This is an optimization exercise on Yosys and OpenROAD, whose aim is small area, a short achievable clock period and few clock cycles, not a production implementation.
Only simulation tests tie the RTL to the original design; equivalence was not proved.

**flow/design.v**
```verilog
module ALU #(
    parameter DATA_W = 32
)
(
    input                       i_clk,    
    input                       i_rst_n,  
    input                       i_valid,  
    input [DATA_W - 1 : 0]      i_A,      
    input [DATA_W - 1 : 0]      i_B,      
    input [         2 : 0]      i_inst,   
    output [2*DATA_W - 1 : 0]   o_data,   
    output                      o_done    
);
    localparam ADD  = 3'd0;
    localparam SUB  = 3'd1;
    localparam AND  = 3'd2;
    localparam OR   = 3'd3;
    localparam SLT  = 3'd4;
    localparam SRA  = 3'd5;
    localparam MUL  = 3'd6;
    localparam DIV  = 3'd7;
    reg        s_ex;     
    reg        s_mul;    
    reg        s_mulf;   
    reg        s_div;    
    reg        s_al;     
    reg        done;
    reg [63:0] R;        
    reg        Sx;       
    reg [31:0] D;        
    reg        Dx;       
    reg        f_sub;    
    reg        f_slt;    
    reg [4:0]  cnt;
    wire idle = ~(s_ex | s_mul | s_mulf | s_div);
    reg        fmt_sat;  
    reg        fmt_slt;  
    reg        fmt_sgn;  
    assign o_done = done;
    assign o_data[63:32] = R[63:32];
    assign o_data[31]    = fmt_sat ? fmt_sgn : R[31] & ~fmt_slt;
    assign o_data[30:1]  = fmt_sat ? {30{~fmt_sgn}} : R[30:1] & {30{~fmt_slt}};
    assign o_data[0]     = fmt_sat ? ~fmt_sgn : (fmt_slt ? fmt_sgn : R[0]);
    wire [31:0] Rhi = R[63:32];
    wire [31:0] Rlo = R[31:0];
    reg b0_one, b0_two, b0_neg, b1_one, b1_two, b1_neg;
    function [2:0] booth;   
        input hi, mid, lo;
        booth = {mid ^ lo, (hi & ~mid & ~lo) | (~hi & mid & lo), hi};
    endfunction
    wire [36:0] dext = {{5{Dx}}, D};
    wire [36:0] p0 = (({37{b0_one}} & dext) | ({37{b0_two}} & {dext[35:0], 1'b0})) ^ {37{b0_neg}};
    wire [36:0] p1m = (({37{b1_one}} & dext) | ({37{b1_two}} & {dext[35:0], 1'b0})) ^ {37{b1_neg}};
    wire [36:0] p1 = {p1m[34:0], b1_neg, b0_neg};
    wire [36:0] x0 = {{5{Sx}}, Rhi};
    wire [36:0] cs = x0 ^ p0 ^ p1;
    wire [36:0] cc = {(x0[35:0] & p0[35:0]) | (x0[35:0] & p1[35:0]) | (p0[35:0] & p1[35:0]), b1_neg};
    wire [36:0] T  = cs + cc + {36'd0, b1_neg};
    wire [31:0] m0 = Rhi;
    wire [31:0] m1 = m0 | (m0 >> 1);
    wire [31:0] m2 = m1 | (m1 >> 2);
    wire [31:0] m3 = m2 | (m2 >> 4);
    wire [31:0] m4 = m3 | (m3 >> 8);
    wire [31:0] mA = m4 | (m4 >> 16);
    wire dzero = ~|D;
    wire ok4   = ~|(D & ~(mA >> 4));
    wire ok1   = ~|(D & ~(mA >> 1));
    wire q     = ~T[36];
    wire i_and = (i_inst == AND);
    wire i_or  = (i_inst == OR);
    wire i_sra = (i_inst == SRA);
    wire i_mul = (i_inst == MUL);
    wire i_div = (i_inst == DIV);
    wire i_one = i_and | i_or | i_sra;             
    wire i_sgn = ~i_one & ~i_mul & ~i_div;          
    wire [31:0] i_sh  = $signed(i_A) >>> i_B[4:0];
    wire [31:0] i_sr  = (|i_B[31:5]) ? {32{i_A[31]}} : i_sh;
    wire [31:0] ld_lo = i_and ? (i_A & i_B) :
                        i_or  ? (i_A | i_B) :
                        i_sra ? i_sr :
                        (i_A & {32{~i_div}});
    wire [31:0] ld_hi = i_A & {32{i_sgn | i_div}};
    always @(posedge i_clk or negedge i_rst_n) begin
        if (!i_rst_n) begin
            s_ex   <= 1'b0;
            s_mul  <= 1'b0;
            s_mulf <= 1'b0;
            s_div  <= 1'b0;
            s_al   <= 1'b0;
            done   <= 1'b0;
        end else begin
            done <= 1'b0;
            if (idle && i_valid) begin
                s_ex  <= i_sgn;
                s_mul <= i_mul;
                s_div <= i_div;
                s_al  <= 1'b0;
                done  <= i_one;
            end
            if (s_ex) begin
                s_ex <= 1'b0;
                done <= 1'b1;
            end
            if (s_mul && cnt == 5'd7) begin
                s_mul  <= 1'b0;
                s_mulf <= Rlo[3];
                done   <= ~Rlo[3];
            end
            if (s_mulf) begin
                s_mulf <= 1'b0;
                done   <= 1'b1;
            end
            if (s_div) begin
                if (!s_al) begin
                    if (dzero) begin
                        s_div <= 1'b0;
                        done  <= 1'b1;
                    end else if (!ok4 && !ok1) begin
                        s_al <= 1'b1;
                        if (cnt == 5'd0) begin
                            s_div <= 1'b0;
                            done  <= 1'b1;
                        end
                    end
                end else if (cnt == 5'd0) begin
                    s_div <= 1'b0;
                    done  <= 1'b1;
                end
            end
        end
    end
    always @(posedge i_clk) begin
        if (idle) begin
            R     <= {ld_hi, ld_lo};
            Sx    <= i_sgn & i_A[31];
            D     <= i_B;
            Dx    <= i_sgn & i_B[31];
            f_sub <= (i_inst == SUB) | (i_inst == SLT);
            f_slt <= (i_inst == SLT);
            cnt   <= 5'd0;
            if (i_mul) begin
                {b0_one, b0_two, b0_neg} <= booth(i_A[1], i_A[0], 1'b0);
                {b1_one, b1_two, b1_neg} <= booth(i_A[3], i_A[2], i_A[1]);
            end else begin
                {b0_one, b0_two, b0_neg} <= {1'b1, 1'b0, i_div | (i_inst == SUB) | (i_inst == SLT)};
                {b1_one, b1_two, b1_neg} <= 3'b000;
            end
        end
        fmt_sat <= s_ex & ~f_slt & (T[32] ^ T[31]);
        fmt_slt <= s_ex & f_slt;
        fmt_sgn <= T[36];
        if (s_ex) begin
            R <= {32'd0, T[31:0]};
        end
        if (s_mul) begin
            R   <= {T[35:4], T[3:0], Rlo[31:4]};
            Sx  <= T[36];
            cnt <= cnt + 5'd1;
            if (cnt == 5'd7) begin
                {b0_one, b0_two, b0_neg} <= {Rlo[3], 2'b00};
                {b1_one, b1_two, b1_neg} <= 3'b000;
            end else begin
                {b0_one, b0_two, b0_neg} <= booth(Rlo[5], Rlo[4], Rlo[3]);
                {b1_one, b1_two, b1_neg} <= booth(Rlo[7], Rlo[6], Rlo[5]);
            end
        end
        if (s_mulf) begin
            R[63:32] <= T[31:0];
        end
        if (s_div) begin
            if (!s_al && dzero) begin
                R[31:0] <= 32'hffffffff;
            end else if (!s_al && ok4) begin
                D   <= D << 4;
                cnt <= cnt + 5'd4;
            end else if (!s_al && ok1) begin
                D   <= D << 1;
                cnt <= cnt + 5'd1;
            end else begin
                if (q) R[63:32] <= T[31:0];
                R[31:0] <= {Rlo[30:0], q};
                D   <= D >> 1;
                cnt <= cnt - 5'd1;
            end
        end
    end
endmodule
```
**flow/run.sh**
```bash
#!/bin/bash
# synth_recipe.tcl (not shown) runs the flow's synth.tcl, then flattens the netlist and writes it again
# the make line also repeats each setting of config.mk as NAME=value (left out here)
make -C /OpenROAD-flow-scripts/flow DESIGN_CONFIG=/design/flow/config.mk WORK_HOME=/design/flow/orfs CLKGATE_MAP_FILE= SYNTH_SCRIPT=/design/flow/synth_recipe.tcl finish
```
**flow/config.mk**
```make
export PLATFORM = sky130hd
export DESIGN_NAME = ALU
export DESIGN_NICKNAME = ALU
export VERILOG_FILES = /design/flow/design.v
export SDC_FILE = /design/flow/constraint.sdc
export NUM_CORES = 4
export LEC_CHECK = 0
export CAP_MARGIN = 20
export CORE_MARGIN = 2
export CORE_UTILIZATION = 35
export PLACE_DENSITY = 0.5
export SETUP_SLACK_MARGIN = 3.3
export SLEW_MARGIN = 20
```
**flow/constraint.sdc**
```tcl
create_clock -name core_clock -period 8.0 [get_ports {i_clk}]
set_input_delay 1.6000 -clock core_clock [delete_from_list [all_inputs] [get_ports {i_clk}]]
set_output_delay 1.6000 -clock core_clock [all_outputs]
set_load 0.01 [all_outputs]
```
==> results of run 1 <==
==> area by class of cell <==
class,instances,area (µm²)
Clock buffer,19,443
Clock inverter,13,191
Sequential cell,119,2530
Multi-Input combinational cell,1480,11200
Fill cell,4184,24600
Timing Repair Buffer,184,1800
Tap cell,539,674
Inverter,85,322
==> repair_timing <==
item / CTS / global route
resized for setup: 12 / 42
hold buffers: 0 / 0
gates cloned: 1 / 1
pin swaps: 1 / 3
setup endpoints to repair: 49 / 56
buffers inserted: 17 / 5
==> worst paths after layout <==
check | from | to
max | i_B[30] | R[0]$_DFF_P_
min | f_slt$_DFFE_PP_ | fmt_sat$_DFF_P_
max reg2reg | b0_one$_DFFE_PP_ | R[63]$_DFF_P_
min reg2reg | f_slt$_DFFE_PP_ | fmt_sat$_DFF_P_
max in group asynchronous | i_rst_n | s_mul$_DFFE_PN0P_
min in group asynchronous | i_rst_n | done$_DFF_PN0_
==> cell usage after synthesis, types with 35 or more instances <==
| cell type | count |
|---|---|
| and3_1 | 39 |
| nand2_1 | 158 |
| o21ai_0 | 109 |
| a22oi_1 | 76 |
| mux2_2 | 38 |
| nor3_1 | 47 |
| ha_1 | 45 |
| a21o_1 | 45 |
| xnor2_1 | 88 |
| a21oi_1 | 171 |
| fa_1 | 35 |
| clkbuf_1 | 141 |
| mux2i_1 | 81 |
| nand3_1 | 35 |
| nor2_1 | 111 |
| dfxtp_1 | 102 |
| inv_1 | 82 |
==> cell families after synthesis <==
| logic type | share of synthesized area |
|---|---|
| buf+inv | 0.0871 |
| flops | 0.171 |
| compound gates | 0.291 |
| mux | 0.137 |
| simple gates | 0.163 |
| fa+ha+maj | 0.0864 |
| xor+xnor | 0.0642 |
==> per-layer routing <==
metal  share of wire  up-vias  routed length (µm)
met4           0.050        4                3520
met3           0.097      165                6870
met5         0.00076        -                  54
met1            0.42     7820               29800
li1                -     6990                   -
met2            0.43      978               30800
==> worst reg2reg max path: stages, from the launching register on <==
cell and delay [ns]:
edfxtp_1 0.43, buf_12 0.17, buf_12 0.13, a22oi_1 0.21, xnor2_1 0.17, fa_1 0.45, ha_1 0.38, a21oi_1 0.20
o211ai_1 0.18, a2111oi_4 0.38, or2_4 0.21, o211ai_2 0.12, o2111a_1 0.30, or4_4 0.60, nand3_4 0.20, mux2_2 0.36
==> run notes, run 1 <==
vias roughly 16000; Placed Area 16000 µm²; outcome timing/DRC/antenna clean; GR Util met1 0.435; path depth of the worst reg2reg path 15; DR pass1 iterations 9; Tightest Pin Transition roughly 1.2 ns; Area Overhead vs Synth 16.1%; Final WS setup roughly 3.4 ns; clock net sink count ~120; initial antenna violation count 3; Buf/Inv on CP 1; layout cell share with drive strength beyond 1 0.123; R2R Setup Slk between 3 and 4 ns; Post-synth EDFFs 11; share of the synthesized area in the top cell type 0.139; most common cell after layout, fill and taps aside a21oi_1; worst hold path class flip-flop to flip-flop; H-tree lvl count 4; vias per inst roughly 6.5; cell taking the most area after synthesis dfxtp_1; IO Pins ~140; Clock Skews roughly 0.015 ns; Levels on crit path 10; largest net degree at the start of global routing 61; Layout Utilization 0.410; Detailed Place HPWL between 50000 and 60000 µm; Top delay family on crit path simple AND/OR/NAND/NOR gates; ys flop type dfxtp_1; yosys warns 1; CTS max path bufs 2; root buf cell clkbuf_16; diode count 0; Layout Cells excl Fill 2439; crit path DAT approximately 5.0 ns; Max Slew Vio Count 0; # setup viols final 0; CP cell instances clkdlybuf4s50_1, nor4_1, nand4_1, or3_1, o211ai_1, a21oi_1, or4_1, o21ai_0, a221oi_1, a21oi_1; final hold slack about 0.43 ns; CP max stage cell clkdlybuf4s50_1; hold path depth 1; Die Area roughly 44000 µm²; Largest register FFs between 60 and 70; initial DRC count roughly 2200; Die Height about 210 µm; fmax between 200 and 250 MHz; sequential area share after synthesis 0.171; clock-pin slew on the worst setup and hold paths roughly 0.070 ns; CTS tree done; Hold Vio Cnt, Final 0; Crit. End Element flip-flop; Async SR Flop Fraction 0.0504; fin crit period ~4.6 ns; final WL 71000 µm; Overflow after GRT 0; Mapped Area ~15000 µm²; Avg Cell Area, Syn 7.79 µm²; Critical Path RT 8.37 ns; Core ar. 41800 µm²; Worst setup SP type input pin; DP Worst Slack ~2.6 ns; first-pass GRT wire length approximately 100000 µm; CP Max Fanout 7; Design Area, Final 17100 µm²; met2 Usage GRT 0.476; Chip Width 209 µm; CTS buffer count 17; Yosys cell types 91; largest cells by area after synthesis dfxtp_1 (14%), a21oi_1 (5.8%), mux2i_1 (5.5%); RSZ-0062 raised after global routing false; largest registers R x64, D x32, cnt x5; placer's final routability congestion estimate ~0.98; PortBufs 134; vias in the first global route approximately 15000; syn nets slightly above 2000; initial core utilization 0.353; Worst-Skew Late Latency approximately 0.45 ns; Worst Setup Path Type input pin to flip-flop; Final #Nets ~2000; gr usage total 0.316; FF+latch count, synth between 100 and 150; Final Cycle Share 0.578; met3 usage 0.0601; leading cell types in the layout, fill and taps excluded a21oi_1 (162), nand2_1 (156), clkdlybuf4s50_1 (132); GR peak layer met2; DRC 0; max_cap viols 0; worst rel slew slack 0.228; Most common cell on crit path a21oi_1; Cells after Synth between 1500 and 2000; routed len/inst a little under 30 µm; Rows between 70 and 80; Inst Count DP roughly 2400; DRT antenna net count 0; CP max stage delay between 0.6 and 0.7 ns; setup TNS 0 ns; largest reg by FF count R
Testbench counts, summed over its fixed seeds: cycles 13,895.
==> run 2: changes to the inputs <==
==> flow/flow/run.sh (new file) <==
#!/bin/bash
set -euo pipefail
export BUFFER_PORTS_ARGS="-buffer_cell sky130_fd_sc_hd__buf_1"
bash standard.sh finish > layout.log 2>&1
==> flow/standard.sh (new file) <==
#!/bin/bash
# synth_recipe.tcl (not shown) runs the flow's synth.tcl, then flattens the netlist and writes it again
# the make line also repeats each setting of config.mk as NAME=value (left out here)
make -C /OpenROAD-flow-scripts/flow DESIGN_CONFIG=/design/flow/config.mk WORK_HOME=/design/flow/orfs CLKGATE_MAP_FILE= SYNTH_SCRIPT=/design/flow/synth_recipe.tcl "${@:-finish}"
removed: flow/run.sh
==> run 2 against run 1 <==
  * Still clean on timing, DRC and antenna
  * Cell area is 5.9% lower
  * Register-to-register slack about the same
  * Wire length about the same
  * Utilization fell by 2.4 points
  * Critical endpoint is now R[63]$_DFF_P_
  * Highest routed layer is now met4
==> run notes, run 2 <==
first-pass GRT wire length 103000 µm (about the same); RSZ-0062 raised after global routing true (was false); initial DRC count 2052 (was 2249); Hold Vio Cnt, Final 0 (unchanged); CTS max path bufs 2 (unchanged); Detailed Place HPWL 54200 µm (was 53000 µm); syn nets 2042 (unchanged); vias 15800 (was 16000); yosys warns 1 (unchanged); Seq. cell area 2540 µm² (was 2530 µm²); H-tree lvl count 4 (unchanged); Final #Nets 2035 (was 2037); Core ar. 41800 µm² (unchanged); Mapped Area 14700 µm² (unchanged); gr usage total 0.318 (was 0.316); largest cells by area after synthesis dfxtp_1 (14%), a21oi_1 (5.8%), mux2i_1 (5.5%) (unchanged); initial core utilization 0.353 (unchanged); vias per inst 6.50 (was 6.54); FF+latch count, synth 119 (unchanged); Yosys cell types 91 (unchanged); Worst Setup Path Type flip-flop to flip-flop (was input pin to flip-flop); placer's final routability congestion estimate 0.985 (was 0.981); CTS buffer count 17 (unchanged); Chip Width 209 µm (unchanged); CP max stage cell or4_4 (was clkdlybuf4s50_1); CP cell instances buf_6, a22oi_1, xor2_1, fa_1, inv_1, ha_2, a21oi_4, o211ai_1, a2111oi_4, or2_1, o211ai_2, o2111a_1, or4_4, nand3_4, mux2_2 (was clkdlybuf4s50_1, nor4_1, nand4_1, or3_1, o211ai_1, a21oi_1, or4_1, o21ai_0, a221oi_1, a21oi_1); Max Slew Vio Count 0 (unchanged); CP max stage delay 0.60 ns (was 0.66 ns); Crit. End Element flip-flop (unchanged); Post-synth EDFFs 11 (unchanged); Final Cycle Share 0.573 (was 0.578); cell taking the most area after synthesis dfxtp_1 (unchanged); Cells after Synth 1892 (unchanged); fmax 218 MHz (was 216 MHz); Worst setup SP type flip-flop (was input pin); Tightest Pin Transition 1.00 ns (was 1.16 ns); Avg Cell Area, Syn 7.79 µm² (unchanged); vias in the first global route 14800 (about the same); Fillers 4345 (was 4184); layout cell share with drive strength beyond 1 0.116 (was 0.123); Async SR Flop Fraction 0.0504 (unchanged); CTS tree done (unchanged); # setup viols final 0 (unchanged); PortBufs 134 (unchanged); Area Overhead vs Synth 9.23% (was 16.1%); root buf cell clkbuf_16 (unchanged); ys flop type dfxtp_1 (unchanged); Die Area 43800 µm² (unchanged); multi-input logic area 11100 µm² (was 11200 µm²); most common cell after layout, fill and taps aside a21oi_1 (unchanged); Clock Skews 0.0280 ns (was 0.0154 ns); routed len/inst 29.1 µm (about the same); clock-pin slew on the worst setup and hold paths 0.07 ns (about the same); Post-CTS Hold Buffers 0 (unchanged); final WL 71100 µm (was 71000 µm); DRC 0 (unchanged); Synth top cells by count a21oi_1 (171), nand2_1 (158), clkbuf_1 (141) (unchanged); Rows 75 (unchanged); DR pass1 iterations 6 (was 9); sequential area share after synthesis 0.171 (unchanged); crit path DAT 4.91 ns (was 5.00 ns); Worst-Skew Late Latency 0.46 ns (was 0.45 ns); Critical Path RT 8.33 ns (was 8.37 ns); initial antenna violation count 0 (was 3); leading cell types in the layout, fill and taps excluded a21oi_1 (167), nand2_1 (157), buf_1 (132) (was a21oi_1 (162), nand2_1 (156), clkdlybuf4s50_1 (132)); Overflow after GRT 0 (unchanged); worst rel slew slack 0.333 (was 0.228); clock net sink count 119 (unchanged); Largest register FFs 64 (unchanged); Layout Cells excl Fill 2438 (was 2439); setup TNS 0 ns (unchanged); largest reg by FF count R (unchanged); worst hold path class flip-flop to flip-flop (unchanged); fin crit period 4.58 ns (was 4.63 ns); IO Pins 135 (unchanged); CP Max Fanout 36 (was 7); Layout Utilization 0.386 (was 0.410); Die Height 209 µm (unchanged); count leader, synth a21oi_1 (unchanged); max_cap viols 0 (unchanged); share of the synthesized area in the top cell type 0.139 (unchanged); largest registers R x64, D x32, cnt x5 (unchanged); DRT antenna net count 0 (unchanged); Inst Count DP 2386 (was 2383); largest net degree at the start of global routing 61 (unchanged); outcome timing/DRC/antenna clean (unchanged)
run 2: cell counts after synthesis:
No cell type changed its count.
run 2: area by class of cell:
cell class,instances,share of cell area
Inverter,85,0.0198
Multi-Input combinational cell,1480,0.689
Clock inverter,14,0.00793
Timing Repair Buffer,182,0.0567
Clock buffer,18,0.0273
Tap cell,539,0.0419
Sequential cell,119,0.157
Antenna cell,1,0.000155
run 2: stage by stage:
step / cell area [µm²] / worst slack, ns / hold WS, ns
after floorplan: 14700 / 3.34 / 0.406
after global placement: 15200 / 3.02 / 0.425
after detailed placement: 15200 / 2.92 / 0.433
after CTS: 15800 / 3.30 / 0.441
after global routing: 16100 / 3.25 / 0.448
final: 16100 / 3.42 / 0.433
run 2: logic make-up after synthesis:
logic type      synth area share
buf+inv                   0.0871
xor+xnor                  0.0642
compound gates             0.291
mux                        0.137
flops                      0.171
fa+ha+maj                 0.0864
simple gates               0.163
run 2: path summary, 6_finish.rpt:
path                                  start           endpoint  slack, ns  cells after the start
max                        b0_one$_DFFE_PP_      R[63]$_DFF_P_       3.42                     15
min                         f_slt$_DFFE_PP_    fmt_sat$_DFF_P_       0.43                      1
max reg2reg                b0_one$_DFFE_PP_      R[63]$_DFF_P_       3.42                     15
min reg2reg                 f_slt$_DFFE_PP_    fmt_sat$_DFF_P_       0.43                      1
max in group asynchronous           i_rst_n  s_mul$_DFFE_PN0P_       6.28                      1
min in group asynchronous           i_rst_n    s_div$_DFF_PN0_       1.18                      1
run 2: per-layer routing:
| metal | wire [µm] | up-vias | part of all wire | track usage |
|---|---|---|---|---|
| li1 | - | 6971 | - | - |
| met1 | 30700 | 7750 | 0.43 | 0.449 |
| met2 | 30200 | 966 | 0.43 | 0.473 |
| met3 | 6970 | 162 | 0.098 | 0.0576 |
| met4 | 3180 | 0 | 0.045 | 0.134 |
| met5 | 0 | - | 0 | 0 |
run 2: worst max-delay path: cells and delay by family (launching register included):
| kind | cells | cell delay (ns) |
|---|---|---|
| AOI/OAI and AO/OA | 6 | 1.39 |
| and+or+nand+nor | 3 | 1.00 |
| adders and majority gates | 2 | 0.81 |
| DFF | 1 | 0.38 |
| muxes | 1 | 0.35 |
| buffers and inverters | 2 | 0.29 |
| xor gates and xnor gates | 1 | 0.22 |
run 2: timing repair:
item | CTS | global route
pin swaps | 0 | 7
gates resized for setup | 4 | 33
hold endpoints to repair | 0 | 0
setup endpoints to repair | 33 | 41
gates cloned | 1 | 1
setup buffers | 4 | 13
==> run 3: changes to the inputs <==
--- a/flow/config.mk
+++ b/flow/config.mk
@@ -9,4 +9,4 @@
 export CORE_MARGIN = 2
-export CORE_UTILIZATION = 35
-export PLACE_DENSITY = 0.5
+export CORE_UTILIZATION = 45
+export PLACE_DENSITY = 0.65
 export SETUP_SLACK_MARGIN = 3.3
==> run 3 against run 2 <==
  * Synthesized cell count stayed put
  * Worst setup slack worse by 0.036 ns
  * Register-to-register slack worse by 0.02 ns
  * Cell count is 4.1% lower
  * Sequential share of layout area hardly changed
  * Cell area is 0.47% lower
  * Global-route usage is 5.7 points higher
  * Worst hold slack better by 0.011 ns
==> run notes, run 3 <==
syn nets 2042 (unchanged); Worst Setup Path Type input pin to flip-flop (was flip-flop to flip-flop); CTS buffer count 17 (unchanged); vias in the first global route 14600 (was 14800); most common cell after layout, fill and taps aside a21oi_1 (unchanged); initial core utilization 0.455 (was 0.353); Die Height 185 µm (was 209 µm); Worst setup SP type input pin (was flip-flop); cell taking the most area after synthesis dfxtp_1 (unchanged); fin crit period 4.62 ns (was 4.58 ns); Async SR Flop Fraction 0.0504 (unchanged); clock net sink count 119 (unchanged); Area Overhead vs Synth 8.72% (was 9.23%); Post-synth EDFFs 11 (unchanged); met2 Usage GRT 0.555 (was 0.473); diode count 0 (was 1); count leader, synth a21oi_1 (unchanged); initial antenna violation count 2 (was 0); Avg Cell Area, Syn 7.79 µm² (unchanged); setup TNS 0 ns (unchanged); worst hold path class flip-flop to flip-flop (unchanged); H-tree lvl count 4 (unchanged); DR pass1 iterations 10 (was 6); Core ar. 32400 µm² (was 41800 µm²); Detailed Place HPWL 48700 µm (was 54200 µm); Clock Skews 0.00886 ns (was 0.0280 ns); Post-CTS Hold Buffers 0 (unchanged); gr usage total 0.375 (was 0.318); R2R Setup Slk 3.40 ns (was 3.42 ns); DP Worst Slack 2.32 ns (was 2.92 ns); crit path DAT 4.92 ns (was 4.91 ns); root buf cell clkbuf_16 (unchanged); worst rel slew slack 0.314 (was 0.333); share of the synthesized area in the top cell type 0.139 (unchanged); DRT antenna net count 0 (unchanged); final WL 65300 µm (was 71100 µm); placer's final routability congestion estimate 1.03 (was 0.985); CTS max path bufs 2 (unchanged); Chip Width 185 µm (was 209 µm); yosys warns 1 (unchanged); Final #Nets 2033 (was 2035); Yosys cell types 91 (unchanged); RSZ-0062 raised after global routing false (was true); Hold Vio Cnt, Final 0 (unchanged); Final Cycle Share 0.577 (was 0.573); largest cells by area after synthesis dfxtp_1 (14%), a21oi_1 (5.8%), mux2i_1 (5.5%) (unchanged); outcome timing/DRC/antenna clean (unchanged); sequential area share after synthesis 0.171 (unchanged); Tightest Pin Transition 1.02 ns (was 1.00 ns); Max Slew Vio Count 0 (unchanged); PortBufs 134 (unchanged); max_cap viols 0 (unchanged); DRC 0 (unchanged); ys flop type dfxtp_1 (unchanged); # setup viols final 0 (unchanged); first-pass GRT wire length 95200 µm (was 103000 µm); Mapped Area 14700 µm² (unchanged); Critical Path RT 8.30 ns (was 8.33 ns); clock-pin slew on the worst setup and hold paths 0.06 ns (was 0.07 ns); FF+latch count, synth 119 (unchanged); Crit. End Element flip-flop (unchanged); vias 16100 (was 15800); Worst-Skew Late Latency 0.44 ns (was 0.46 ns); vias per inst 6.87 (was 6.50); fmax 217 MHz (was 218 MHz); Overflow after GRT 0 (unchanged); largest registers R x64, D x32, cnt x5 (unchanged); IO Pins 135 (unchanged); met3 usage 0.0958 (was 0.0576); Final WS setup 3.38 ns (was 3.42 ns); CP Max Fanout 30 (was 36); layout cell share with drive strength beyond 1 0.118 (was 0.116); GR Util met1 0.512 (was 0.449); leading cell types in the layout, fill and taps excluded a21oi_1 (165), nand2_1 (156), buf_1 (132) (was a21oi_1 (167), nand2_1 (157), buf_1 (132)); Largest register FFs 64 (unchanged); Cells after Synth 1892 (unchanged); Rows 66 (was 75); GR peak layer met2 (unchanged); largest reg by FF count R (unchanged); Synth top cells by count a21oi_1 (171), nand2_1 (158), clkbuf_1 (141) (unchanged); initial DRC count 2320 (was 2052); routed len/inst 27.9 µm (was 29.1 µm); Die Area 34200 µm² (was 43800 µm²); largest net degree at the start of global routing 48 (was 61); CTS tree done (unchanged)
-- run 3: cell counts after synthesis --
Identical to the previous run, type by type.
-- run 3: final timing paths --
path | endpoint | cells after the start | from
setup / recovery | R[30]$_DFF_P_ | 6 | i_inst[1]
hold / removal | fmt_sat$_DFF_P_ | 1 | f_slt$_DFFE_PP_
setup reg to reg | R[40]$_DFF_P_ | 15 | b1_one$_DFFE_PP_
hold reg to reg | fmt_sat$_DFF_P_ | 1 | f_slt$_DFFE_PP_
max in group asynchronous | s_mul$_DFFE_PN0P_ | 1 | i_rst_n
min in group asynchronous | done$_DFF_PN0_ | 1 | i_rst_n
-- run 3: metal layers --
layer | up-vias | share of wire
met5 | - | 0.00037
met4 | 4 | 0.051
met3 | 203 | 0.13
met2 | 1115 | 0.42
met1 | 7759 | 0.40
li1 | 6976 | -
-- run 3: critical path, stage by stage --
cell       delay, ns
buf_1           0.61
and2_1          0.87
nand2b_1        0.46
o311ai_0        0.96
a222oi_1        0.22
a2bb2oi_1       0.18
-- run 3: kinds of logic after synthesis --
| logic type | share of synthesized area |
|---|---|
| multiplexers | 0.137 |
| adder cells (fa/ha/maj) | 0.0864 |
| flip-flops | 0.171 |
| AND/OR/NAND/NOR | 0.163 |
| XOR/XNOR | 0.0642 |
| buffers and inverters | 0.0871 |
| AO/OA/AOI/OAI | 0.291 |
-- run 3: cell type report --
type / instances / area [µm²]
clock buffer: 17 / 425
clock inverter: 15 / 143
fill: 3318 / 16300
inverter: 85 / 319
multi-input combinational: 1480 / 11100
sequential: 119 / 2530
tap: 442 / 553
timing repair buffer: 180 / 918
-- run 3: repair_timing --
| action | 4_1_cts | 5_1_grt |
|---|---|---|
| pin swaps | 0 | 11 |
| cloned | 2 | 0 |
| setup buffers | 10 | 6 |
| gates resized for setup | 12 | 36 |
| endpoints found under the setup margin | 54 | 41 |
| endpoints found under the hold margin | 0 | 0 |
-- run 3: stage by stage --
| step | instances | util | hold WS, ns | cell area [µm²] |
|---|---|---|---|---|
| after global routing | 2338 | 0.495 | 0.474 | 16000 |
| final | 2338 | 0.495 | 0.445 | 16000 |
| after CTS | 2331 | 0.488 | 0.446 | 15800 |
| after global placement | 2287 | 0.466 | 0.429 | 15100 |
| after detailed placement | 2287 | 0.466 | 0.438 | 15100 |
| after floorplan | 1892 | - | 0.406 | 14700 |
==> run 4: changes to the inputs <==
--- a/flow/config.mk
+++ b/flow/config.mk
@@ -9,5 +9,6 @@
 export CORE_MARGIN = 2
-export CORE_UTILIZATION = 45
-export PLACE_DENSITY = 0.65
-export SETUP_SLACK_MARGIN = 3.3
+export CORE_UTILIZATION = 35
+export CTS_BUF_LIST = sky130_fd_sc_hd__clkbuf_4 sky130_fd_sc_hd__clkbuf_8
+export PLACE_DENSITY = 0.5
+export SETUP_SLACK_MARGIN = 3.1
 export SLEW_MARGIN = 20
==> run 4 against run 3 <==
  * Non-clock buffer count rose by 12
  * Synthesized cell count did not move
  * Worst setup slack got worse by 0.15 ns
  * Clock-buffer cell count rose by 1
  * Register-to-register slack got worse by 0.17 ns
  * Flip-flop and latch count did not move
  * Utilization fell by 11 points
  * Critical endpoint is now R[40]$_DFF_P_
  * Highest routed layer unchanged
==> run notes, run 4 <==
Final Cycle Share 0.596 (was 0.577); path depth of the worst reg2reg path 14 (was 15); Post-synth EDFFs 11 (unchanged); fin crit period 4.77 ns (was 4.62 ns); Inst Count DP 2383 (was 2287); CP Max Fanout 14 (was 30); cell taking the most area after synthesis dfxtp_1 (unchanged); final WL 71000 µm (was 65300 µm); routed len/inst 29.0 µm (was 27.9 µm); Final #Nets 2044 (was 2033); H-tree lvl count 4 (unchanged); Worst-Skew Late Latency 0.46 ns (was 0.44 ns); Mapped Area 14700 µm² (unchanged); Worst setup SP type flip-flop (was input pin); Levels on crit path 14 (was 6); DRT antenna net count 0 (unchanged); FF+latch count, synth 119 (unchanged); ys flop type dfxtp_1 (unchanged); leading cell types in the layout, fill and taps excluded a21oi_1 (169), nand2_1 (157), buf_1 (132) (was a21oi_1 (165), nand2_1 (156), buf_1 (132)); first-pass GRT wire length 102000 µm (was 95200 µm); outcome timing/DRC/antenna clean (unchanged); Buf/Inv on CP 1 (unchanged); Cells after Synth 1892 (unchanged); Design Area, Final 15900 µm² (was 16000 µm²); R2R Setup Slk 3.23 ns (was 3.40 ns); max_cap viols 0 (unchanged); CP cell instances buf_4, a22oi_1, xnor2_1, fa_1, ha_1, a21oi_1, nand2_1, a2111oi_4, or2_1, o211ai_2, o2111a_1, or4_4, nand3_4, mux2_2 (was buf_1, and2_1, nand2b_1, o311ai_0, a222oi_1, a2bb2oi_1); crit path DAT 5.10 ns (was 4.92 ns); Area Overhead vs Synth 7.98% (was 8.72%); CTS buffer count 17 (unchanged); Clock Skews 0.0234 ns (was 0.00886 ns); Critical Path RT 8.33 ns (was 8.30 ns); Yosys cell types 91 (unchanged); Max Slew Vio Count 0 (unchanged); clock-pin slew on the worst setup and hold paths 0.09 ns (was 0.06 ns); Rows 75 (was 66); PortBufs 134 (unchanged); CP max stage delay 0.57 ns (was 0.96 ns); gr usage total 0.315 (was 0.375); Chip Width 209 µm (was 185 µm); Largest register FFs 64 (unchanged); reg2reg end R[40]$_DFF_P_ (unchanged); Core ar. 41800 µm² (was 32400 µm²); Die Area 43800 µm² (was 34200 µm²); IO Pins 135 (unchanged); Crit Reg-Reg Startpoint b0_one$_DFFE_PP_ (was b1_one$_DFFE_PP_); final hold slack 0.432 ns (was 0.445 ns); placer's final routability congestion estimate 0.969 (was 1.03); largest net degree at the start of global routing 67 (was 48); worst hold path class flip-flop to flip-flop (unchanged); Overflow after GRT 0 (unchanged); Layout Cells excl Fill 2446 (was 2338); syn nets 2042 (unchanged); Placed Area 15200 µm² (was 15100 µm²); largest reg by FF count R (unchanged); largest registers R x64, D x32, cnt x5 (unchanged); CP max stage cell or4_4 (was o311ai_0); Hold Vio Cnt, Final 0 (unchanged); CTS tree done (unchanged); count leader, synth a21oi_1 (unchanged); layout cell share with drive strength beyond 1 0.114 (was 0.118); CTS max path bufs 2 (unchanged); Detailed Place HPWL 53400 µm (was 48700 µm); root buf cell clkbuf_8 (was clkbuf_16); Avg Cell Area, Syn 7.79 µm² (unchanged); hold path depth 1 (unchanged); Tightest Pin Transition 1.23 ns (was 1.02 ns); Worst Setup Path Type flip-flop to flip-flop (was input pin to flip-flop); fmax 210 MHz (was 217 MHz); Top delay family on crit path compound AO/OA/AOI/OAI gates (unchanged); Synth top cells by count a21oi_1 (171), nand2_1 (158), clkbuf_1 (141) (unchanged); RSZ-0062 raised after global routing true (was false); worst rel slew slack 0.177 (was 0.314); initial antenna violation count 2 (unchanged); # setup viols final 0 (unchanged); initial core utilization 0.353 (was 0.455); largest cells by area after synthesis dfxtp_1 (14%), a21oi_1 (5.8%), mux2i_1 (5.5%) (unchanged); diode count 0 (unchanged); clock net sink count 119 (unchanged); setup TNS 0 ns (unchanged); vias per inst 6.51 (was 6.87); Async SR Flop Fraction 0.0504 (unchanged); Crit. End Element flip-flop (unchanged); most common cell after layout, fill and taps aside a21oi_1 (unchanged); share of the synthesized area in the top cell type 0.139 (unchanged); initial DRC count 2201 (was 2320); DRC 0 (unchanged); worst hold start f_slt$_DFFE_PP_ (unchanged); Post-CTS Hold Buffers 0 (unchanged); sequential area share after synthesis 0.171 (unchanged); vias in the first global route 14700 (was 14600); Die Height 209 µm (was 185 µm); Hold Path End fmt_sat$_DFF_P_ (unchanged); DR pass1 iterations 7 (was 10); yosys warns 1 (unchanged); vias 15900 (was 16100); Fillers 4372 (was 3318)
==> run 4: cell counts after synthesis <==
Identical to the previous run, type by type.
==> run 4: metrics by stage <==
step           utilization  setup WS [ns]
3_3_place_gp         0.364           2.47
5_1_grt              0.381           3.03
3_5_place_dp         0.364           2.43
4_1_cts              0.378           3.10
6_report             0.381           3.23
2_1_floorplan            -           3.21
==> run 4: layer usage <==
layer,vias to the layer above,GRT usage,routed length [µm]
li1,6995,-,-
met1,7735,0.437,30100
met2,1015,0.483,30900
met3,172,0.0547,6710
met4,2,0.127,3310
met5,-,0,12
==> run 4: cells by family (layout without fill, tap and decap cells) <==
family / after synthesis / after routing / synth area share
XOR/XNOR: 108 / 108 / 0.0642
multiplexers: 155 / 155 / 0.137
buffers and inverters: 295 / 309 / 0.0871
adder cells (fa/ha/maj): 81 / 81 / 0.0864
AO/OA/AOI/OAI: 639 / 639 / 0.291
AND/OR/NAND/NOR: 495 / 496 / 0.163
flip-flops: 119 / 119 / 0.171
==> run 4: how the worst max path moves through the flow <==
stage,start,end
final,b0_one$_DFFE_PP_,R[40]$_DFF_P_
after global routing,b1_one$_DFFE_PP_,R[42]$_DFF_P_
after CTS,b0_neg$_DFFE_PP_,R[40]$_DFF_P_
after detailed placement,b0_one$_DFFE_PP_,R[40]$_DFF_P_
after global placement,b0_one$_DFFE_PP_,R[40]$_DFF_P_
after floorplan,b1_neg$_DFFE_PP_,R[41]$_DFF_P_
==> run 4: cell type report <==
| class | count | area (µm²) | area share |
|---|---|---|---|
| timing repair buffer | 192 | 966 | 0.0607 |
| sequential | 119 | 2530 | 0.159 |
| inverter | 85 | 319 | 0.0200 |
| clock buffer | 18 | 241 | 0.0152 |
| multi-input combinational | 1479 | 11000 | 0.693 |
| tap | 539 | 674 | 0.0424 |
| clock inverter | 14 | 150 | 0.00943 |
==> run 4: what timing repair did <==
action,4_1_cts,5_1_grt
setup endpoints to repair,49,39
gates cloned,1,0
pin swaps,1,0
buffers inserted,22,8
resized for setup,0,19
==> run 5: changes to the inputs <==
--- a/flow/config.mk
+++ b/flow/config.mk
@@ -7,2 +7,3 @@
 export LEC_CHECK = 0
+export ABC_AREA = 1
 export CAP_MARGIN = 20
@@ -12,3 +13,3 @@
 export PLACE_DENSITY = 0.5
-export SETUP_SLACK_MARGIN = 3.1
+export SETUP_SLACK_MARGIN = 3.3
 export SLEW_MARGIN = 20
==> run 5 against run 4 <==
  * Utilization is 0.088 points higher
  * Clock skew is 0.0027 ns higher
  * Critical path type is now flip-flop to output port
  * Critical endpoint is now o_data[0]
  * Highest routed layer unchanged
==> run notes, run 5 <==
outcome timing/DRC/antenna clean (unchanged); Chip Width 225 µm (was 209 µm); Simple-Gate Fraction of Synth Area 0.425 (was 0.163); Worst-Skew Late Latency 0.50 ns (was 0.46 ns); most common cell after layout, fill and taps aside nand2_1 (was a21oi_1); first-pass GRT wire length 131000 µm (was 102000 µm); Cells after Synth 2996 (was 1892); count leader, synth nand2_1 (was a21oi_1); Layout Utilization 0.382 (was 0.381); FF+latch count, synth 119 (unchanged); crit path DAT 2.96 ns (was 5.10 ns); Final #Nets 3151 (was 2044); DRT antenna net count 0 (unchanged); RSZ-0062 raised after global routing false (was true); vias 21800 (was 15900); clock net sink count 119 (unchanged); initial core utilization 0.356 (was 0.353); initial DRC count 3100 (was 2201); leading cell types in the layout, fill and taps excluded nand2_1 (877), nand3_1 (360), inv_1 (319) (was a21oi_1 (169), nand2_1 (157), buf_1 (132)); worst rel slew slack 0.251 (was 0.177); Mapped Area 17000 µm² (was 14700 µm²); clock-pin slew on the worst setup and hold paths 0.08 ns (was 0.09 ns); Critical Path RT 6.40 ns (was 8.33 ns); CP cell instances inv_1, nor2_1, inv_1, o21ai_0, buf_1 (was buf_4, a22oi_1, xnor2_1, fa_1, ha_1, a21oi_1, nand2_1, a2111oi_4, or2_1, o211ai_2, o2111a_1, or4_4, nand3_4, mux2_2); Die Height 225 µm (was 209 µm); diode count 0 (unchanged); Crit. End Element output port (was flip-flop); Core ar. 47800 µm² (was 41800 µm²); path depth of the worst reg2reg path 17 (was 14); Final Cycle Share 0.570 (was 0.596); setup TNS 0 ns (unchanged); DP Worst Slack 2.86 ns (was 2.43 ns); layout cell share with drive strength beyond 1 0.0491 (was 0.114); Max Slew Vio Count 0 (unchanged); Top delay family on crit path buffers and inverters (was compound AO/OA/AOI/OAI gates); largest family of logic cells by synthesized area simple AND/OR/NAND/NOR gates (was compound AO/OA/AOI/OAI gates); CP max stage cell inv_1 (was or4_4); cell taking the most area after synthesis nand2_1 (was dfxtp_1); routed len/inst 24.8 µm (was 29.0 µm); placer's final routability congestion estimate 0.981 (was 0.969); final hold slack 0.531 ns (was 0.432 ns); Yosys cell types 57 (was 91); Layout Cells excl Fill 3629 (was 2446); Die Area 50400 µm² (was 43800 µm²); Adder-Cell Fraction of Synth Area 0.0742 (was 0.0864); Worst setup SP type flip-flop (unchanged); CP max stage delay 0.79 ns (was 0.57 ns); PortBufs 134 (unchanged); final WL 89900 µm (was 71000 µm); IO Pins 135 (unchanged); Overflow after GRT 0 (unchanged); CTS max path bufs 2 (unchanged); worst hold start R[29]$_DFF_P_ (was f_slt$_DFFE_PP_); XOR/XNOR Fraction of Synth Area 0.0448 (was 0.0642); Post-synth EDFFs 11 (unchanged); Compound-Gate Fraction of Synth Area 0.175 (was 0.291); Final WS setup 3.44 ns (was 3.23 ns); Largest register FFs 64 (unchanged); # setup viols final 0 (unchanged); fmax 219 MHz (was 210 MHz); DRC 0 (unchanged); CP Max Fanout 31 (was 14); gr usage total 0.346 (was 0.315); reg2reg end R[53]$_DFF_P_ (was R[40]$_DFF_P_); max_cap viols 0 (unchanged); fin crit period 4.56 ns (was 4.77 ns); largest reg by FF count R (unchanged); Hold Path End R[30]$_DFF_P_ (was fmt_sat$_DFF_P_); R2R Setup Slk 3.53 ns (was 3.23 ns); Synth top cells by count nand2_1 (878), nand3_1 (360), inv_1 (326) (was a21oi_1 (171), nand2_1 (158), clkbuf_1 (141)); largest registers R x64, D x32, cnt x5 (unchanged); Placed Area 17600 µm² (was 15200 µm²); worst hold path class flip-flop to flip-flop (unchanged); CTS buffer count 17 (unchanged); vias in the first global route 20000 (was 14700); Avg Cell Area, Syn 5.68 µm² (was 7.79 µm²); largest net degree at the start of global routing 93 (was 67); syn nets 3146 (was 2042); H-tree lvl count 4 (unchanged); multiplexer area fraction after synthesis 0 (was 0.137); ys flop type dfxtp_1 (unchanged); Design Area, Final 18300 µm² (was 15900 µm²); initial antenna violation count 5 (was 2); CTS tree done (unchanged); Rows 80 (was 75); hold path depth 2 (was 1); Detailed Place HPWL 69400 µm (was 53400 µm); Hold Vio Cnt, Final 0 (unchanged); Area Overhead vs Synth 7.36% (was 7.98%); Most common cell on crit path inv_1; vias per inst 6.01 (was 6.51); Crit Reg-Reg Startpoint b0_one$_DFFE_PP_ (unchanged); Buf/Inv on CP 3 (was 1); DR pass1 iterations 8 (was 7); share of the synthesized area in the top cell type 0.194 (was 0.139); Async SR Flop Fraction 0.0504 (unchanged); Worst Setup Path Type flip-flop to output port (was flip-flop to flip-flop); Inst Count DP 3577 (was 2383); Tightest Pin Transition 1.12 ns (was 1.23 ns); root buf cell clkbuf_8 (unchanged); sequential area share after synthesis 0.148 (was 0.171); largest cells by area after synthesis nand2_1 (19%), dfxtp_1 (12%), nand3_1 (11%) (was dfxtp_1 (14%), a21oi_1 (5.8%), mux2i_1 (5.5%)); Clock Skews 0.0261 ns (was 0.0234 ns); yosys warns 1 (unchanged)
run 5: changes by cell type in the layout (fill, tap and decap cells not counted), sizes merged, moves of 40 or more:
cell	delta
nand3	+326
xnor2	-82
nand4	+84
a22oi	-68
mux2i	-81
a21o	-40
nand2	+729
inv	+247
o22ai	+76
mux2	-41
nor2	+107
xor2	+61
run 5: cells by family after synthesis:
logic type / count (synthesis)
AND/OR/NAND/NOR: 1654
buffers and inverters: 543
AO/OA/AOI/OAI: 513
flip-flops: 119
XOR/XNOR: 87
adder cells (fa/ha/maj): 80
run 5: cell type report:
cell class | count | area [µm²]
multi-input combinational | 2334 | 12300
clock buffer | 20 | 269
sequential | 119 | 2520
fill | 5492 | 29600
timing repair inverter | 4 | 30.0
tap | 615 | 769
timing repair buffer | 177 | 895
inverter | 348 | 1330
clock inverter | 12 | 150
run 5: layer usage:
metal | vias up | global-route usage | wire, µm
met5 | - | 0 | 32
met3 | 250 | 0.0707 | 9320
met2 | 1358 | 0.530 | 38900
li1 | 9968 | - | -
met1 | 10200 | 0.473 | 37500
met4 | 4 | 0.141 | 4190
run 5: worst reg2reg max path: stages, from the launching register on:
cell and delay, ns:
edfxtp_1 0.55, o21ai_1 0.47, xor2_1 0.40, fa_1 0.53, ha_1 0.36, inv_1 0.09
nor3_2 0.21, nand4_1 0.17, nor3_2 0.18, nand3_1 0.16, nand3_1 0.13, nand2_2 0.15
nand2_4 0.18, nand3_4 0.21, nand2_8 0.27, inv_4 0.15, nand2_1 0.09, nand2_1 0.06
run 5: worst max path at each step:
stage,cells after the start,slack [ns],from,endpoint
finish,5,3.44,fmt_sat$_DFF_P_,o_data[0]
global route,21,3.32,b1_neg$_DFFE_PP_,R[53]$_DFF_P_
detailed placement,20,2.86,b1_one$_DFFE_PP_,R[53]$_DFF_P_
global placement,16,2.93,i_inst[2],R[37]$_DFF_P_
floorplan,22,4.29,b1_neg$_DFFE_PP_,R[53]$_DFF_P_
CTS,18,3.34,b1_one$_DFFE_PP_,R[53]$_DFF_P_
run 5: what timing repair did:
item                       in CTS  in global routing
hold buffers                    0                  0
pin swaps                       0                  0
setup endpoints to repair      30                 33
setup buffers                  15                  1
cloned                          4                  0
resized for setup              14                 11
==> run 6: changes to the inputs <==
--- a/flow/config.mk
+++ b/flow/config.mk
@@ -7,3 +7,2 @@
 export LEC_CHECK = 0
-export ABC_AREA = 1
 export CAP_MARGIN = 20
@@ -15 +14,2 @@
 export SLEW_MARGIN = 20
+export TNS_END_PERCENT = 20
==> run 6 against run 5 <==
  * Die area fell by 13%
  * Global-route usage fell by 3.0 points
  * Register-to-register slack got worse by 0.13 ns
  * Clock skew rose by 0.0071 ns
  * Worst hold slack got worse by 0.095 ns
  * Sequential share of layout area rose by 2.2 points
  * Largest cell class unchanged
  * Still clean on timing, DRC and antenna
  * Highest routed layer is now met4
==> run notes, run 6 <==
outcome timing/DRC/antenna clean (unchanged); syn nets 2042 (was 3146); Worst setup SP type flip-flop (unchanged); Post-synth EDFFs 11 (unchanged); Cells after Synth 1892 (was 2996); Clock Skews 0.0332 ns (was 0.0261 ns); initial core utilization 0.353 (was 0.356); GR peak layer met2 (unchanged); worst hold path class flip-flop to flip-flop (unchanged); clock net sink count 119 (unchanged); Crit. End Element flip-flop (was output port); Tightest Pin Transition 0.944 ns (was 1.12 ns); Die Area 43800 µm² (was 50400 µm²); final WL 70900 µm (was 89900 µm); # setup viols final 0 (unchanged); Worst-Skew Late Latency 0.50 ns (about the same); met3 usage 0.0583 (was 0.0707); met2 Usage GRT 0.473 (was 0.530); largest cells by area after synthesis dfxtp_1 (14%), a21oi_1 (5.8%), mux2i_1 (5.5%) (was nand2_1 (19%), dfxtp_1 (12%), nand3_1 (11%)); crit path DAT 4.96 ns (was 2.96 ns); most common cell after layout, fill and taps aside a21oi_1 (was nand2_1); Design Area, Final 15900 µm² (was 18300 µm²); layout cell share with drive strength beyond 1 0.115 (was 0.0491); Avg Cell Area, Syn 7.79 µm² (was 5.68 µm²); largest net degree at the start of global routing 61 (was 93); gr usage total 0.316 (was 0.346); diode count 0 (unchanged); Hold Path End fmt_sat$_DFF_P_ (was R[30]$_DFF_P_); count leader, synth a21oi_1 (was nand2_1); worst hold start f_slt$_DFFE_PP_ (was R[29]$_DFF_P_); leading cell types in the layout, fill and taps excluded a21oi_1 (167), nand2_1 (157), buf_1 (132) (was nand2_1 (877), nand3_1 (360), inv_1 (319)); routed len/inst 29.2 µm (was 24.8 µm); fmax 218 MHz (was 219 MHz); Die Height 209 µm (was 225 µm); Largest register FFs 64 (unchanged); first-pass GRT wire length 102000 µm (was 131000 µm); worst rel slew slack 0.366 (was 0.251); DR pass1 iterations 8 (unchanged); Hold Vio Cnt, Final 0 (unchanged); Yosys cell types 91 (was 57); path depth of the worst reg2reg path 15 (was 17); largest reg by FF count R (unchanged); vias in the first global route 14800 (was 20000); DRC 0 (unchanged); GR Util met1 0.446 (was 0.473); yosys warns 1 (unchanged); Final #Nets 2028 (was 3151); CTS buffer count 17 (unchanged); Final Cycle Share 0.574 (was 0.570); fin crit period 4.60 ns (was 4.56 ns); RSZ-0062 raised after global routing true (was false); initial DRC count 2095 (was 3100); Chip Width 209 µm (was 225 µm); reg2reg end R[63]$_DFF_P_ (was R[53]$_DFF_P_); Worst Setup Path Type flip-flop to flip-flop (was flip-flop to output port); PortBufs 134 (unchanged); vias per inst 6.51 (was 6.01); Max Slew Vio Count 0 (unchanged); Overflow after GRT 0 (unchanged); final hold slack 0.437 ns (was 0.531 ns); CP Max Fanout 36 (was 31); Area Overhead vs Synth 7.57% (was 7.36%); initial antenna violation count 0 (was 5); max_cap viols 0 (unchanged); Fillers 4379 (was 5492); hold path depth 1 (was 2); Mapped Area 14700 µm² (was 17000 µm²); Async SR Flop Fraction 0.0504 (unchanged); Rows 75 (was 80); Critical Path RT 8.36 ns (was 6.40 ns); Crit Reg-Reg Startpoint b0_one$_DFFE_PP_ (unchanged); root buf cell clkbuf_8 (unchanged); FF+latch count, synth 119 (unchanged); setup TNS 0 ns (unchanged); H-tree lvl count 4 (unchanged); CTS max path bufs 2 (unchanged); R2R Setup Slk 3.40 ns (was 3.53 ns); vias 15800 (was 21800); clock-pin slew on the worst setup and hold paths 0.09 ns (was 0.08 ns); Detailed Place HPWL 54200 µm (was 69400 µm); DRT antenna net count 0 (unchanged); CTS tree done (unchanged); cell taking the most area after synthesis dfxtp_1 (was nand2_1); share of the synthesized area in the top cell type 0.139 (was 0.194); sequential area share after synthesis 0.171 (was 0.148); IO Pins 135 (unchanged); Core ar. 41800 µm² (was 47800 µm²); ys flop type dfxtp_1 (unchanged); Synth top cells by count a21oi_1 (171), nand2_1 (158), clkbuf_1 (141) (was nand2_1 (878), nand3_1 (360), inv_1 (326)); placer's final routability congestion estimate 0.985 (was 0.981); largest registers R x64, D x32, cnt x5 (unchanged); Placed Area 15200 µm² (was 17600 µm²)
-- run 6: cell count changes in the layout (fill, tap and decap cells not counted), sizes merged, moves of 41 or more --
cell   before  now
a22oi       8   76
inv       334   95
mux2        0   41
mux2i       0   81
nand2     887  158
nand3     363   38
nand4      92    8
nor2      219  112
o22ai      85    9
xnor2       6   88
xor2       81   20
-- run 6: metrics by stage --
stage / worst slack [ns] / util / cells
3_3_place_gp: 3.02 / 0.364 / 2386
5_1_grt: 3.28 / 0.380 / 2430
3_5_place_dp: 2.92 / 0.364 / 2386
4_1_cts: 3.30 / 0.375 / 2423
6_report: 3.40 / 0.380 / 2430
2_1_floorplan: 3.34 / - / 1892
-- run 6: kinds of logic (layout without fill, tap and decap cells) --
| group | Yosys count | in the layout | synth area share |
|---|---|---|---|
| DFF | 119 | 119 | 0.171 |
| adders and majority gates | 81 | 81 | 0.0864 |
| buffers and inverters | 295 | 292 | 0.0871 |
| xor gates and xnor gates | 108 | 108 | 0.0642 |
| AOI/OAI and AO/OA | 639 | 639 | 0.291 |
| and+or+nand+nor | 495 | 497 | 0.163 |
| muxes | 155 | 155 | 0.137 |
-- run 6: what timing repair did --
item,in CTS,in global routing
hold buffers,0,0
pin swaps,0,7
setup endpoints to repair,34,41
gates resized for setup,4,38
cloned,1,1
setup buffers,4,5
-- run 6: worst max-delay path by stage --
stage / from / to / slack, ns
after floorplan: b1_neg$_DFFE_PP_ / R[41]$_DFF_P_ / 3.34
after CTS: b0_neg$_DFFE_PP_ / R[40]$_DFF_P_ / 3.30
final: b0_one$_DFFE_PP_ / R[63]$_DFF_P_ / 3.40
after detailed placement: b1_one$_DFFE_PP_ / R[40]$_DFF_P_ / 2.92
after global routing: b0_one$_DFFE_PP_ / R[37]$_DFF_P_ / 3.28
after global placement: b1_one$_DFFE_PP_ / R[40]$_DFF_P_ / 3.02
-- run 6: cell type report --
class / count / area (µm²) / share of cell area
clock buffers: 18 / 248 / 0.0156
clock inverters: 14 / 128 / 0.00805
inverters: 85 / 319 / 0.0201
multi-input cells: 1480 / 11100 / 0.700
flip-flops and latches: 119 / 2540 / 0.160
well taps: 539 / 674 / 0.0425
repair buffers: 175 / 852 / 0.0537
-- run 6: critical path, cell delays in order, from the launching register on --
cell and delay [ns]:
edfxtp_1 0.41, buf_8 0.20, a22oi_1 0.22, xor2_1 0.23, fa_1 0.47, inv_1 0.08
ha_2 0.35, a21oi_4 0.19, o211ai_1 0.19, a2111oi_4 0.37, or2_1 0.22, o211ai_2 0.13
o2111a_1 0.30, or4_4 0.56, nand3_4 0.19, mux2_2 0.35
-- run 6: routing by layer --
layer,wire (µm),vias to the layer above
met5,0,-
met1,30200,7729
met4,3060,0
li1,-,6954
met2,30300,988
met3,7320,156
==> run 7: changes to the inputs <==
--- a/flow/config.mk
+++ b/flow/config.mk
@@ -14,2 +14,2 @@
 export SLEW_MARGIN = 20
-export TNS_END_PERCENT = 20
+export TNS_END_PERCENT = 0
==> run 7 against run 6 <==
  * Still clean on timing, DRC and antenna
  * Clock skew is essentially flat
  * Non-clock buffer count shrank 3
  * Flip-flop and latch count is the same
  * Register-to-register slack lost 0.04 ns
  * Die area is the same
==> run notes, run 7 <==
vias per inst 6.54 (was 6.51); Mapped Area 14700 µm² (unchanged); vias 15900 (was 15800); CP max stage delay 0.59 ns (was 0.56 ns); placer's final routability congestion estimate 0.985 (unchanged); Final #Nets 2025 (was 2028); worst hold path class flip-flop to flip-flop (unchanged); gr usage total 0.316 (about the same); sequential area share after synthesis 0.171 (unchanged); RSZ-0062 raised after global routing true (unchanged); DR pass1 iterations 9 (was 8); Async SR Flop Fraction 0.0504 (unchanged); met2 Usage GRT 0.474 (was 0.473); initial DRC count 1976 (was 2095); Rows 75 (unchanged); count leader, synth a21oi_1 (unchanged); CP cell instances buf_4, a22oi_1, xor2_1, fa_1, inv_1, ha_1, a21oi_1, o211ai_1, a2111oi_4, or2_1, o211ai_2, o2111a_1, or4_4, nand3_2, mux2_4 (was buf_8, a22oi_1, xor2_1, fa_1, inv_1, ha_2, a21oi_4, o211ai_1, a2111oi_4, or2_1, o211ai_2, o2111a_1, or4_4, nand3_4, mux2_2); crit path DAT 5.01 ns (was 4.96 ns); Chip Width 209 µm (unchanged); largest net degree at the start of global routing 61 (unchanged); multiplexer area fraction after synthesis 0.137 (unchanged); Yosys cell types 91 (unchanged); first-pass GRT wire length 102000 µm (about the same); layout cell share with drive strength beyond 1 0.105 (was 0.115); Layout Utilization 0.377 (was 0.380); leading cell types in the layout, fill and taps excluded a21oi_1 (168), nand2_1 (157), buf_1 (132) (was a21oi_1 (167), nand2_1 (157), buf_1 (132)); Max Slew Vio Count 0 (unchanged); Die Area 43800 µm² (unchanged); Crit. End Element flip-flop (unchanged); CP Max Fanout 33 (was 36); Worst Setup Path Type flip-flop to flip-flop (unchanged); largest cells by area after synthesis dfxtp_1 (14%), a21oi_1 (5.8%), mux2i_1 (5.5%) (unchanged); Adder-Cell Fraction of Synth Area 0.0864 (unchanged); root buf cell clkbuf_8 (unchanged); Worst-Skew Late Latency 0.50 ns (about the same); clock-pin slew on the worst setup and hold paths 0.09 ns (about the same); CTS tree done (unchanged); Final Cycle Share 0.580 (was 0.574); Post-synth EDFFs 11 (unchanged); largest reg by FF count R (unchanged); setup TNS 0 ns (unchanged); CTS buffer count 17 (unchanged); GR Util met1 0.447 (was 0.446); Worst setup SP type flip-flop (unchanged); PortBufs 134 (unchanged); worst rel slew slack 0.377 (was 0.366); outcome timing/DRC/antenna clean (unchanged); Largest register FFs 64 (unchanged); max_cap viols 0 (unchanged); DRC 0 (unchanged); ys flop type dfxtp_1 (unchanged); Cells after Synth 1892 (unchanged); Final WS setup 3.36 ns (was 3.40 ns); clock net sink count 119 (unchanged); Compound-Gate Fraction of Synth Area 0.291 (unchanged); Die Height 209 µm (unchanged); GR peak layer met2 (unchanged); cell taking the most area after synthesis dfxtp_1 (unchanged); Synth top cells by count a21oi_1 (171), nand2_1 (158), clkbuf_1 (141) (unchanged); Core ar. 41800 µm² (unchanged); final hold slack 0.438 ns (was 0.437 ns); initial antenna violation count 0 (unchanged); routed len/inst 29.2 µm (about the same); largest family of logic cells by synthesized area compound AO/OA/AOI/OAI gates (unchanged); syn nets 2042 (unchanged); fmax 216 MHz (was 218 MHz); Top delay family on crit path compound AO/OA/AOI/OAI gates (unchanged); # setup viols final 0 (unchanged); XOR/XNOR Fraction of Synth Area 0.0642 (unchanged); Buf/Inv on CP 2 (unchanged); diode count 0 (unchanged); yosys warns 1 (unchanged); final WL 70800 µm (was 70900 µm); H-tree lvl count 4 (unchanged); Avg Cell Area, Syn 7.79 µm² (unchanged); FF+latch count, synth 119 (unchanged); most common cell after layout, fill and taps aside a21oi_1 (unchanged); met3 usage 0.0588 (was 0.0583); Area Overhead vs Synth 6.81% (was 7.57%); vias in the first global route 14800 (about the same); Hold Vio Cnt, Final 0 (unchanged); fin crit period 4.64 ns (was 4.60 ns); DP Worst Slack 2.92 ns (unchanged); share of the synthesized area in the top cell type 0.139 (unchanged); CTS max path bufs 2 (unchanged); Detailed Place HPWL 54200 µm (unchanged); initial core utilization 0.353 (unchanged); Overflow after GRT 0 (unchanged); Simple-Gate Fraction of Synth Area 0.163 (unchanged); Critical Path RT 8.37 ns (was 8.36 ns); Fillers 4384 (was 4379); IO Pins 135 (unchanged); CP max stage cell or4_4 (unchanged); Tightest Pin Transition 0.935 ns (was 0.944 ns); Clock Skews 0.0327 ns (was 0.0332 ns); largest registers R x64, D x32, cnt x5 (unchanged); DRT antenna net count 0 (unchanged)
==> run 7: cell counts after synthesis <==
No cell type changed its count.
==> run 7: path summary, 6_finish.rpt <==
| check | start | endpoint | slack, ns | depth (start not counted) |
|---|---|---|---|---|
| worst min-delay path | f_slt$_DFFE_PP_ | fmt_sat$_DFF_P_ | 0.44 | 1 |
| min in group asynchronous | i_rst_n | s_div$_DFF_PN0_ | 1.12 | 1 |
| worst max register to register | b0_two$_DFFE_PP_ | R[58]$_DFF_P_ | 3.36 | 15 |
| max in group asynchronous | i_rst_n | s_mul$_DFFE_PN0P_ | 6.36 | 1 |
| worst min register to register | f_slt$_DFFE_PP_ | fmt_sat$_DFF_P_ | 0.44 | 1 |
| worst max-delay path | b0_two$_DFFE_PP_ | R[58]$_DFF_P_ | 3.36 | 15 |
==> run 7: cells by family after synthesis <==
kind of cell    after synthesis
compound gates              639
xor+xnor                    108
fa+ha+maj                    81
buf+inv                     295
flops                       119
mux                         155
simple gates                495
==> run 7: routing by layer <==
layer	part of all wire	routed length [µm]	vias up
li1	-	-	6964
met1	0.43	30600	7822
met2	0.43	30300	939
met3	0.097	6860	155
met4	0.044	3090	0
met5	0	0	-
==> run 7: worst register-to-register path: stages (launching register included) <==
cell,delay [ns]
edfxtp_1,0.37
buf_4,0.24
a22oi_1,0.24
xor2_1,0.35
fa_1,0.48
inv_1,0.07
ha_1,0.33
a21oi_1,0.19
o211ai_1,0.19
a2111oi_4,0.29
or2_1,0.21
o211ai_2,0.13
o2111a_1,0.29
or4_4,0.59
nand3_2,0.24
mux2_4,0.32
==> run 7: layout make-up <==
| cell class | count | area (µm²) | area share |
|---|---|---|---|
| inverters | 85 | 319 | 0.0203 |
| flip-flops and latches | 119 | 2530 | 0.161 |
| well taps | 539 | 674 | 0.0428 |
| multi-input cells | 1480 | 11000 | 0.702 |
| repair buffers | 172 | 798 | 0.0507 |
| clock buffers | 18 | 248 | 0.0157 |
| clock inverters | 14 | 128 | 0.00811 |
==> run 7: through the flow <==
step	std cells	instance area, µm²
2_1_floorplan	1892	14700
3_3_place_gp	2386	15200
3_5_place_dp	2386	15200
4_1_cts	2423	15600
5_1_grt	2427	15700
6_report	2427	15700
==> run 7: repair_timing <==
action                                  CTS  global route
pin swaps                                 0             1
gates cloned                              1             1
endpoints found under the setup margin   34            41
buffers inserted                          4             3
resized for setup                         2            18
hold buffers                              0             0

[afterwards: timing with drivers on the ports]
How much do the figures lean on ideal ports? The routed layouts below were timed once more, with nothing changed but the port constraints. Step 1, drivers: a clkbuf_16 drives i_clk and a buf_2 each remaining input, both assumed. Step 2, shift: input delay + t, output delay - t, t = (earliest + latest rising clock arrival at the registers) / 2. This alone moves slack from input paths to output paths. Slacks: ideal / step 1 / step 2; pairs: ideal / step 1.
run | shift t [ns] | setup slack, ns | worst setup path at the end | pins driven straight from the clock port
run 1 | 0.492 | 3.372 / 3.405 / 2.913 | input to register | 1
run 2 | 0.504 | 3.417 / 3.417 / 3.168 | input to register | 1
run 3 | 0.486 | 3.381 / 3.397 / 2.923 | input to register | 1
run 4 | 0.506 | 3.234 / 3.234 / 3.205 | input to register | 1
run 5 | 0.543 | 3.444 / 3.390 / 3.161 | input to register | 1
run 6 | 0.534 | 3.404 / 3.404 / 3.176 | input to register | 1
run 7 | 0.532 | 3.360 / 3.360 / 3.141 | input to register | 1
After both steps every run listed still meets setup and hold. For run 1, which loses most, drivers alone change the setup slack by +0.033 ns; drivers and shift together by -0.459 ns.
